Context: an optimization exercise on an open-source flow, tuned for small area and a short achievable clock period. The choices shown serve that exercise and are no tape-out recipe. No activity file was given, so power comes from the tool's default toggle rates.

Setup of the reference run:
==> module float_addsub, before the edit <==
module float_addsub(
	input wire clk,
	input wire [31:0] v1,
	input wire [31:0] v2,
	input wire op,
	output wire [31:0] vres
);
	wire        s1 = v1[31];
	wire        s2 = v2[31] ^ op;
	wire [7:0]  e1 = v1[30:23];
	wire [7:0]  e2 = v2[30:23];
	wire        sub = s1 ^ s2;
	wire [30:0] bg = v1[30:0] & ~v2[30:0];
	wire [30:0] be = ~(v1[30:0] ^ v2[30:0]);
	function automatic [1:0] cmpc(input [1:0] hi, input [1:0] lo);  
		cmpc = {hi[1] | (hi[0] & lo[1]), hi[0] & lo[0]};
	endfunction
	function automatic [1:0] cmp8(input [7:0] g, input [7:0] e);
		reg [1:0] a0, a1, a2, a3, b0, b1;
		begin
			a0 = cmpc({g[1], e[1]}, {g[0], e[0]});
			a1 = cmpc({g[3], e[3]}, {g[2], e[2]});
			a2 = cmpc({g[5], e[5]}, {g[4], e[4]});
			a3 = cmpc({g[7], e[7]}, {g[6], e[6]});
			b0 = cmpc(a1, a0);
			b1 = cmpc(a3, a2);
			cmp8 = cmpc(b1, b0);
		end
	endfunction
	wire [1:0] ce  = cmp8(bg[30:23], be[30:23]);
	wire [1:0] cf2 = cmp8(bg[22:15], be[22:15]);
	wire [1:0] cf1 = cmp8(bg[14:7], be[14:7]);
	wire [1:0] cf0 = cmp8({bg[6:0], 1'b0}, {be[6:0], 1'b1});
	wire [1:0] cf  = cmpc(cf2, cmpc(cf1, cf0));
	wire        gt = ce[1] | (ce[0] & cf[1]);    
	wire        eq = ce[0] & cf[0];
	wire [7:0]  d12, d21;
	wire        c12;
	ks_absdiff #(8, 3) adiff(.a(e1), .b(e2), .amb(d12), .bma(d21), .age(c12));
	wire        ez = (e1 == 8'd0) | (e2 == 8'd0);      
	reg         r1_s1, r1_eqs, r1_sub, r1_gt, r1_ez;
	reg  [7:0]  r1_e1, r1_e2;
	reg  [22:0] r1_f1, r1_f2;
	reg  [7:0]  r1_d12, r1_d21;
	reg         r1_c12;
	always @(posedge clk) begin
		r1_s1   <= s1;
		r1_eqs  <= eq & sub;                
		r1_sub  <= sub;
		r1_gt   <= gt;
		r1_e1   <= e1;
		r1_e2   <= e2;
		r1_f1   <= v1[22:0];
		r1_f2   <= v2[22:0];
		r1_ez   <= ez;
		r1_d12  <= d12;                     
		r1_d21  <= d21;                     
		r1_c12  <= c12;                     
	end
	wire        bz = r1_ez & (r1_d12 == 8'd0);         
	wire [7:0]  d = r1_c12 ? r1_d12 : r1_d21;         
	wire        far = r1_ez | (d[7:5] != 3'd0) | (d[4:3] == 2'b11);
	wire [22:0] fb = r1_gt ? r1_f1 : r1_f2;
	wire [23:0] x0 = {1'b1, r1_gt ? r1_f2 : r1_f1};
	wire [23:0] x1 = d[4] ? {16'b0, x0[23:16]} : x0;
	wire [23:0] x2 = d[3] ? {8'b0, x1[23:8]} : x1;
	reg         r2_s, r2_sub, r2_hb;
	reg  [7:0]  r2_e;
	reg  [22:0] r2_fb;
	reg  [23:0] r2_x;
	reg  [2:0]  r2_sh;
	always @(posedge clk) begin
		r2_s    <= (r1_gt ? r1_s1 : r1_s1 ^ r1_sub) & ~r1_eqs;
		r2_sub  <= r1_sub;
		r2_hb   <= ~bz;                          
		r2_e    <= r1_c12 ? r1_e1 : r1_e2;     
		r2_fb   <= fb & {23{~bz}};
		r2_x    <= x2 & {24{~far}};
		r2_sh   <= d[2:0];
	end
	wire [23:0] x3 = r2_sh[2] ? {4'b0, x2_r[23:4]} : x2_r;
	wire [23:0] x2_r = r2_x;
	wire [23:0] x4 = r2_sh[1] ? {2'b0, x3[23:2]} : x3;
	wire [23:0] x5 = r2_sh[0] ? {1'b0, x4[23:1]} : x4;
	wire [24:0] opa = {1'b0, r2_hb, r2_fb};
	wire [24:0] opb = {r2_sub, x5 ^ {24{r2_sub}}};
	wire [24:0] gen = {opa[24:1] & opb[24:1], (opa[0] & opb[0]) | ((opa[0] ^ opb[0]) & r2_sub)};
	wire [24:0] pro = opa ^ opb;
	reg         r3_s, r3_cin;
	reg  [7:0]  r3_e;
	reg  [24:0] r3_g, r3_p;
	always @(posedge clk) begin
		r3_s    <= r2_s;
		r3_cin  <= r2_sub;
		r3_e    <= r2_e + 8'd1;
		r3_g    <= gen;
		r3_p    <= pro;
	end
	wire [24:0] sum;
	ks_sum #(25, 5) addm(.g(r3_g), .p(r3_p), .cin(r3_cin), .s(sum));
	reg         r4_s;
	reg  [7:0]  r4_e;
	reg  [24:0] r4_r;
	always @(posedge clk) begin
		r4_s    <= r3_s;
		r4_e    <= r3_e;
		r4_r    <= sum;
	end
	wire [4:0] lz;
	lzc25 lzm(.v(r4_r), .n(lz));
	reg         r5_s;
	reg  [7:0]  r5_e;
	reg  [24:0] r5_r;
	reg  [4:0]  r5_lz;
	always @(posedge clk) begin
		r5_s    <= r4_s;
		r5_e    <= r4_e;
		r5_r    <= r4_r;
		r5_lz   <= lz;
	end
	wire [24:0] n0 = r5_lz[4] ? {r5_r[8:0], 16'b0} : r5_r;
	wire [24:0] n1 = r5_lz[3] ? {n0[16:0], 8'b0} : n0;
	wire [24:0] n2 = r5_lz[2] ? {n1[20:0], 4'b0} : n1;
	wire [24:0] n3 = r5_lz[1] ? {n2[22:0], 2'b0} : n2;
	wire [24:0] n4 = r5_lz[0] ? {n3[23:0], 1'b0} : n3;
	reg         r6_s;
	reg  [7:0]  r6_e;
	reg  [4:0]  r6_lz;
	reg  [22:0] r6_f;
	always @(posedge clk) begin
		r6_s    <= r5_s;
		r6_e    <= r5_e;
		r6_lz   <= r5_lz;
		r6_f    <= n4[23:1];
	end
	wire [7:0]  ne = (r6_lz == 5'd25) ? 8'd0 : r6_e - {3'b0, r6_lz};
	reg  [31:0] r7;
	always @(posedge clk) begin
		r7 <= {r6_s, ne, r6_f};
	end
	assign vres = r7;
endmodule
==> flow/config.mk <==
export PLATFORM = sky130hd
export DESIGN_NAME = float_addsub
export DESIGN_NICKNAME = float_addsub
export VERILOG_FILES = /design/flow/design.v
export SDC_FILE = /design/flow/constraint.sdc
export NUM_CORES = 4
export LEC_CHECK = 0
export CAP_MARGIN = 20
export CORE_MARGIN = 2
export CORE_UTILIZATION = 60
export CTS_BUF_LIST = sky130_fd_sc_hd__clkbuf_16
export CTS_CLUSTER_DIAMETER = 100
export CTS_CLUSTER_SIZE = 30
export SETUP_SLACK_MARGIN = 1.9
export SLEW_MARGIN = 20
==> flow/constraint.sdc <==
create_clock -name core_clock -period 4.0 [get_ports {clk}]
set_input_delay 0.8000 -clock core_clock [delete_from_list [all_inputs] [get_ports {clk}]]
set_output_delay 0.8000 -clock core_clock [all_outputs]
set_load 0.01 [all_outputs]
standard.sh (not shown) runs the stock make flow with config.mk's settings and CLKGATE_MAP_FILE= SYNTH_SCRIPT=/design/flow/synth_recipe.tcl, a recipe that flattens the netlist after the stock synthesis.
==> flow/flow/run.sh <==
#!/bin/bash
set -euo pipefail
export BUFFER_PORTS_ARGS="-buffer_cell sky130_fd_sc_hd__buf_1"
bash standard.sh > standard_flow.log 2>&1
[inputs] the trial run vs the reference run
diff --git a/flow/design.v b/flow/design.v
--- a/flow/design.v
+++ b/flow/design.v
@@ -161,10 +161,8 @@
 	wire [1:0] cf  = cmpc(cf2, cmpc(cf1, cf0));
 	wire        gt = ce[1] | (ce[0] & cf[1]);    
-	wire        eq = ce[0] & cf[0];
 	wire [7:0]  d12, d21;
 	wire        c12;
 	ks_absdiff #(8, 3) adiff(.a(e1), .b(e2), .amb(d12), .bma(d21), .age(c12));
-	wire        ez = (e1 == 8'd0) | (e2 == 8'd0);      
-	reg         r1_s1, r1_eqs, r1_sub, r1_gt, r1_ez;
+	reg         r1_s1, r1_sub, r1_gt;
 	reg  [7:0]  r1_e1, r1_e2;
 	reg  [22:0] r1_f1, r1_f2;
@@ -173,5 +171,4 @@
 	always @(posedge clk) begin
 		r1_s1   <= s1;
-		r1_eqs  <= eq & sub;                
 		r1_sub  <= sub;
 		r1_gt   <= gt;
@@ -180,12 +177,13 @@
 		r1_f1   <= v1[22:0];
 		r1_f2   <= v2[22:0];
-		r1_ez   <= ez;
 		r1_d12  <= d12;                     
 		r1_d21  <= d21;                     
 		r1_c12  <= c12;                     
 	end
-	wire        bz = r1_ez & (r1_d12 == 8'd0);         
+	wire        ez = (r1_e1 == 8'd0) | (r1_e2 == 8'd0);  
+	wire        bz = (r1_e1 == 8'd0) & (r1_e2 == 8'd0);  
+	wire        eqs = r1_sub & (r1_e1 == r1_e2) & (r1_f1 == r1_f2);
 	wire [7:0]  d = r1_c12 ? r1_d12 : r1_d21;         
-	wire        far = r1_ez | (d[7:5] != 3'd0) | (d[4:3] == 2'b11);
+	wire        far = ez | (d[7:5] != 3'd0) | (d[4:3] == 2'b11);
 	wire [22:0] fb = r1_gt ? r1_f1 : r1_f2;
 	wire [23:0] x0 = {1'b1, r1_gt ? r1_f2 : r1_f1};
@@ -198,5 +196,5 @@
 	reg  [2:0]  r2_sh;
 	always @(posedge clk) begin
-		r2_s    <= (r1_gt ? r1_s1 : r1_s1 ^ r1_sub) & ~r1_eqs;
+		r2_s    <= (r1_gt ? r1_s1 : r1_s1 ^ r1_sub) & ~eqs;
 		r2_sub  <= r1_sub;
 		r2_hb   <= ~bz;                          
==> comparison <==
Across both runs, cell area was higher for the trial run than for the reference run.
Number of stages on the worst setup path delta for the trial run relative to the reference run: 1 higher
The met2 wirelength from detailed routing of the trial run exceeds that of the reference run by 1500 um.
Going from the reference run to the trial run, combinational power grew by a few percent.
Summary: with the reference run as the reference, synthesized area in the trial run moved up by a few percent.
Going from the reference run to the trial run, power grows by 0.68%.
| insertion delay to the later sink of the worst-skew pair | the trial run vs the reference run | ≈ equal |
Between the trial run and the reference run, it is the trial run whose horizontal extent of the die is higher, by 1.1%.
The capture point of the critical path comes out r5_lz[2]$_DFF_P_ in one run and r4_r[22]$_DFF_P_ in the other, namely in the reference run and the trial run respectively.
No functional check of the RTL was part of any run of this note.

[separate check: timing with driven ports]
Ports are ideal in the flow. The routed layouts listed here were re-timed in OpenROAD.
Step 1: set_driving_cell puts a clkbuf_16 on clk and a buf_2 on each other input, an assumption about the parent block.
Step 2 moves the port delays by t, midway between the first and last clock arrival at a register: inputs arrive t later, outputs are due t later. That takes back most of the time a late clock gives input paths.
a / b / c = no drivers / after step 1 / after step 2; a / b = the first two.
run	t, ns	slack for setup (ns)	worst setup path at the end	latest minus earliest clock arrival (ns)	slew at the worst register clock pin (ns)
the reference run	0.536	2.009 / 2.009 / 1.497	input to register	0.022 / 0.023	0.11 / 0.11
the trial run	0.543	1.985 / 1.985 / 1.525	input to register	0.033 / 0.034	0.11 / 0.11
After both steps every run listed still meets setup and hold. The setup slack of the reference run, which loses most, moves by 0.000 ns with the drivers and by -0.512 ns with both steps.
